Source: an optimization exercise on an open RTL-to-GDS flow (aim: small area). Production flows keep margins and buffers that such runs may drop. Where RTL was checked, it was by simulation tests only, not by an equivalence proof against the original. Function not checked in run 2: the RTL went through the layout flow alone.

==> flow/design.v, too long to show whole: its modules and the start of the top module <==
// module top: 1716 lines
// module fa_cell: 4 lines
// module xnor_cell: 3 lines
// module or_cell: 3 lines
// module pp_array: 14 lines
// module wmux: 6 lines
// module ha_cell: 4 lines
module top (
    input  wire clk,
    input  wire rst_n,
    input  wire start,
    input  wire preload_valid,
    input  wire [5:0] preload_addr,
    input  wire [7:0] preload_data,
    input  wire [63:0] x_vector_flat,
    output wire [127:0] result_flat
);
  // ...
==> flow/flow/run.sh <==
#!/bin/bash
# The standard ORFS layout (the standard.sh, standard synthesis), with:
#  - port buffers made with buf_1 instead of the default delay buffer;
#  - clock tree synthesis with clkbuf_4, sink clusters of up to 8 within
#    50 um, and no dummy loads.
# make's output goes to standard.log; ORFS keeps each step's log under orfs/logs.
set -euo pipefail
bash standard.sh \
  BUFFER_PORTS_ARGS="-buffer_cell sky130_fd_sc_hd__buf_1" \
  CTS_ARGS="-sink_clustering_enable -repair_clock_nets -dont_use_dummy_load -buf_list sky130_fd_sc_hd__clkbuf_4 -sink_clustering_size 8 -sink_clustering_max_diameter 50" \
  finish > standard.log 2>&1
==> flow/standard.sh <==
#!/bin/bash
# synth_recipe.tcl (not shown) runs the flow's synth.tcl, then flattens the netlist and writes it again
# the make line also repeats each setting of config.mk as NAME=value (left out here)
make -C /OpenROAD-flow-scripts/flow DESIGN_CONFIG=/design/flow/config.mk WORK_HOME=/design/flow/orfs CLKGATE_MAP_FILE= SYNTH_SCRIPT=/design/flow/synth_recipe.tcl "${@:-finish}"
==> flow/config.mk <==
export PLATFORM = sky130hd
export DESIGN_NAME = top
export DESIGN_NICKNAME = top
export VERILOG_FILES = /design/flow/design.v
export SDC_FILE = /design/flow/constraint.sdc
export NUM_CORES = 4
export LEC_CHECK = 0
export CAP_MARGIN = 20
export CORE_MARGIN = 2
export CORE_UTILIZATION = 40
export SLEW_MARGIN = 20
export SYNTH_HIERARCHICAL = 1
export SYNTH_MINIMUM_KEEP_SIZE = 0
==> flow/constraint.sdc <==
create_clock -name core_clock -period 10.0 [get_ports {clk}]
set_input_delay 2.0000 -clock core_clock [delete_from_list [all_inputs] [get_ports {clk}]]
set_output_delay 2.0000 -clock core_clock [all_outputs]
set_load 0.01 [all_outputs]
==> results.ini, run 1 <==
[timing]
finalCriticalPeriod_ns=9.38
whs_ns=0.333
slew_headroom_pct=26.6
max_freq_mhz=107
report.final.hold_viol_count=0
finalClockSkew_ns=0.117

[critical_path]
crit_family=adder cells
cpMostUsedCell=fa_1
cp-end-kind=register
crit_required_ns=10.83
slowest_delay_ns=0.54
crit_fanout=17
cp_slowest_cell=fa_1

[layout]
mostFrequentLayoutCell=edfxtp_1
register_area_um2=22100
finalNetCount=3948
final_area_um2=45400
clock_area_share_pct=1.88

[run_status]
status=complete, no violations

[detailed_routing]
wl_met2_um=49300
top_layer_used=met5
drt_iter0_markers=1880

[global_route]
grt_pass1_wl_um=157000
grt_overflow_total=0
antenna_found_initial=5
met3_usage_pct=3.24

[logic_synthesis]
synth-seq-area-share_pct=51.9
synth-simple-area-share_pct=9.55
synth_area_um2=42500
synth-async-reset-ratio_pct=1.16
synth-seq-cells=779
synthesis.nets=3716
yosys_warnings=9
yosys-top-cells-count=edfxtp_1, fa_1, nand2_1
synth_top_family_by_area=adder cells

[placement]
dp_hpwl_um=73000

[clocking]
clk_latency_ns=0.96
postCtsSetupBuffers=0

[floorplan]
taps=1391
start_util_pct=40.3

[worst_hold_path]
min-delay-start=x7_1[7]

==> run 2: changes to the inputs <==
--- a/flow/design.v
+++ b/flow/design.v
@@ -17,20 +17,22 @@
             cnt <= start ? 5'd1 : 5'd0;
         else if (cnt == 5'd17)
             cnt <= 5'd0;
         else
             cnt <= cnt + 5'd1;
     end
     reg [7:0] w [0:63];
     wire [7:0] wdata = rst_n ? preload_data : 8'd0;
+    wire [63:0] we_all;
+    wdec u_wdec (.addr(preload_addr), .en(idle & preload_valid), .clr(~rst_n), .we(we_all));
     genvar a;
     generate
         for (a = 0; a < 64; a = a + 1) begin : WREG
-            wire we = !rst_n || (idle && preload_valid && preload_addr == a);
+            wire we = we_all[a];
             always @(posedge clk)
                 if (we) w[a] <= wdata;
         end
     endgenerate
     reg [2:0] rsel;
     always @(posedge clk or negedge rst_n) begin
         if (!rst_n)
             rsel <= 3'd0;
@@ -1743,8 +1745,21 @@
                ({8{sel[2]}} & w[23:16]) | ({8{sel[3]}} & w[31:24]) |
                ({8{sel[4]}} & w[39:32]) | ({8{sel[5]}} & w[47:40]) |
                ({8{sel[6]}} & w[55:48]) | ({8{sel[7]}} & w[63:56]);
 endmodule
 module ha_cell (input wire a, input wire b, output wire s, output wire co);
     assign s  = a ^ b;
     assign co = a & b;
 endmodule
+module wdec (input wire [5:0] addr, input wire en, input wire clr, output wire [63:0] we);
+    wire [7:0] row, col;
+    genvar i;
+    generate
+        for (i = 0; i < 8; i = i + 1) begin : D
+            assign row[i] = en & (addr[5:3] == i);
+            assign col[i] = (addr[2:0] == i);
+        end
+        for (i = 0; i < 64; i = i + 1) begin : W
+            assign we[i] = clr | (row[i / 8] & col[i % 8]);
+        end
+    endgenerate
+endmodule
==> results.ini, run 2 <==
[timing]
min_period_over_period_pct=95.7  ; was 93.8%
finalClockSkew_ns=0.111  ; was 0.117 ns
whs_ns=0.285  ; was 0.333 ns
finalCriticalPeriod_ns=9.57  ; was 9.38 ns
max_freq_mhz=104  ; was 107 MHz
final-max-slew-violation-count=0  ; unchanged
report.final.hold_viol_count=0  ; unchanged
slew_headroom_pct=25.2  ; was 26.6%
final-setup-viol-count=0  ; unchanged
tightest_slew_ns=1.11  ; was 1.10 ns

[global_route]
grt_overflow_total=0  ; unchanged
antenna_found_initial=8  ; was 5
grt_pass1_vias=26600  ; was 26200
grt.total_usage_pct=19.0  ; was 18.9%
grt_pass1_wl_um=159000  ; was 157000 um
grt_max_degree=85  ; was 130

[layout]
mostFrequentLayoutCells=edfxtp_1, fa_1, nand2_1  ; unchanged
largest_reg_flops=512  ; unchanged
top_register=w  ; unchanged
area_growth_pct=7.61  ; was 6.93%
fill_cells=9698  ; was 9680
largestRegisters=w: 512 flops, result_n: 128 flops  ; unchanged
layout-drive-gt1-share_pct=8.87  ; was 7.56%
mostFrequentLayoutCell=edfxtp_1  ; unchanged
finalNetCount=3999  ; was 3948

[detailed_routing]
drt_iter0_markers=1967  ; was 1880
drc=0  ; unchanged
vias=25600  ; was 25300
ant_nets=0  ; unchanged
viasPerCell=5.38  ; was 5.37
avgRoutedWirePerCell_um=21.7  ; was 21.8 um
drt-total-wl_um=103000  ; was 102000 um
drt-pass1-iter-count=5  ; unchanged

[logic_synthesis]
yosysTopAreaCell=edfxtp_1  ; unchanged
synth_most_common_cell=edfxtp_1  ; unchanged
synth_area_um2=42800  ; was 42500 um2
synthesis.nets=3742  ; was 3716
ys_types=61  ; was 56
ys.flop_type=edfxtp_1  ; unchanged
yosys-top-cells-count=edfxtp_1, fa_1, nand2_1  ; unchanged
synth_edf_count=640  ; unchanged
syn_inst=3105  ; was 3079
syn_area_per_cell_um2=13.8  ; about the same
netlist.area_leader.share_pct=44.9  ; was 45.3%
synth-seq-area-share_pct=51.5  ; was 51.9%
synthTopCellsByArea=edfxtp_1, fa_1, dfxtp_1  ; unchanged
synth-async-reset-ratio_pct=1.16  ; unchanged
synth-seq-cells=779  ; unchanged
yosys_warnings=9  ; unchanged

[critical_path]
reg2reg_from=p3_2_0  ; was rsel[0]
cp_slowest_cell=fa_1  ; unchanged
crit_fanout=14  ; was 17
slowest_delay_ns=0.55  ; was 0.54 ns
cpMostUsedCell=fa_1  ; unchanged
path_class=register to register  ; unchanged
cp-end-kind=register  ; unchanged
rrSetupSlack_ns=0.43  ; was 0.62 ns
r2r_end=acc_r2n[6]  ; was acc_r2n[10]
reg2regPathDepth=37  ; was 29
start_kind=register  ; unchanged
arrival_ns=10.35  ; was 10.21 ns
crit_required_ns=10.77  ; was 10.83 ns

[clocking]
htree_levels=3  ; unchanged
holdBufCountCts=0  ; unchanged
cts_made_buffers=116  ; was 114
clock-root-buffer=clkbuf_4  ; unchanged
cts.sinks=779  ; unchanged
clk_pin_slew_worst_paths_ns=0.09  ; was 0.08 ns
clk_latency_ns=0.99  ; was 0.96 ns
cts_tree=done  ; unchanged
clock_path_buffers=3  ; unchanged

[floorplan]
core_um2=106000  ; was 105000 um2
die_area_um2=110000  ; was 109000 um2
boundaryPins=210  ; unchanged
die_height_um=331  ; was 330 um
start_util_pct=40.5  ; was 40.3%
die_w_um=331  ; was 330 um
num_rows=119  ; unchanged

[worst_hold_path]
holdPathStages=0  ; unchanged
holdPathEnd=x7_2[6]  ; was x7_2[7]
min-delay-start=x7_1[6]  ; was x7_1[7]
hp-class=register to register  ; unchanged

[placement]
dp_hpwl_um=74200  ; was 73000 um
io_buffers=209  ; unchanged
gp_congestion=0.865  ; was 0.863

[flow_run]
drv_cap=0  ; unchanged

[run_status]
status=complete, no violations  ; unchanged

[run 2: final cells by class]
| type | instances | area (um2) | share of cell area (%) |
|---|---|---|---|
| repair buffers | 302 | 1500 | 3.25 |
| multi-input cells | 2091 | 19600 | 42.6 |
| flip-flops and latches | 779 | 22100 | 47.9 |
| well taps | 1391 | 1740 | 3.78 |
| inverters | 72 | 270 | 0.587 |
| clock buffers | 116 | 871 | 1.89 |
| diodes | 2 | 5.00 | 0.0109 |
[run 2: kinds of logic after synthesis]
family / after synthesis / share of synthesized area, %
simple gates: 880 / 9.78
compound gates: 556 / 9.49
buf+inv: 236 / 3.19
fa+ha+maj: 555 / 24.0
flops: 779 / 51.5
xor+xnor: 99 / 2.03
[run 2: timing repair]
action                     in CTS  in global routing
gates cloned                    0                  1
setup endpoints to repair       5                 15
pin swaps                       0                  5
buffers inserted                0                  5
gates resized for setup         1                 19
[run 2: per-stage QoR]
stage	std cells	util (%)	setup slack, ns	area [um2]	setup TNS [ns]
final	4753	43.6	0.426	46100	0
after global routing	4753	43.6	-0.0280	46100	-0.0771
after CTS	4745	43.4	0.0794	45900	0
after detailed placement	4629	42.6	-0.0287	45000	-0.119
after global placement	4629	42.6	0.162	45000	0
after floorplan	3105	-	0.0465	42800	0
[run 2: routing by layer]
metal / GRT usage (%) / up-vias / routed length, um / part of all wire [%]
met5: 0 / - / 55 / 0.053
met4: 5.24 / 8 / 2360 / 2.3
met3: 2.91 / 151 / 5580 / 5.4
met2: 31.7 / 705 / 50900 / 49
met1: 25.9 / 13200 / 44500 / 43
li1: - / 11500 / - / -
[run 2: worst max path at each step]
stage / start / endpoint / cells past startpoint
final: p3_2_0 / acc_r2n[6] / 37
after floorplan: p3_2_0 / acc_r2n[11] / 39
after detailed placement: p3_2_0 / acc_r2n[6] / 36
after global placement: p3_2_0 / acc_r2n[5] / 35
after CTS: p3_2_0 / acc_r2n[6] / 36
after global routing: p3_2_0 / acc_r2n[8] / 37
[run 2: worst max-delay path, delay by kind of cell (launching register included)]
family / cells / cell delay (ns)
AO/OA/AOI/OAI: 19 / 4.08
XOR/XNOR: 3 / 0.64
adder cells (fa/ha/maj): 8 / 3.09
buffers and inverters: 3 / 0.45
flip-flops: 1 / 0.33
AND/OR/NAND/NOR: 4 / 0.85
[run 2: per-module statistics from Yosys (local to each module, per instance)]
module | flops+latches | cells | copies in the design
fa_cell | 0 | 1 | 403
or_cell | 0 | 1 | 45
pp_array | 0 | 71 | 8
top | 779 | 1552 | 1
wdec | 0 | 108 | 1
wmux | 0 | 48 | 8
xnor_cell | 0 | 1 | 45

[re-timing with driven ports]
The results above use ideal ports. As a check the final layouts listed here were re-extracted and re-timed, cells and wires unchanged. Step 1: set_driving_cell puts a clkbuf_16 on clk and a buf_2 on each other input, an assumption about the parent block. Step 2 moves the port delays by t, midway between the first and last clock arrival at a register: inputs arrive t later, outputs are due t later. That takes back most of the time a late clock gives input paths. Three values: ideal, step 1, step 2; two values: the first two.
run | shift t [ns] | setup slack, ns | worst setup path after step 2 | worst slew at a driven data input, ns
run 1 | 0.959 | 0.619 / 0.619 / 0.619 | register to register | 0.10
run 2 | 0.972 | 0.426 / 0.426 / 0.426 | register to register | 0.09
After both steps every run listed still meets setup and hold.
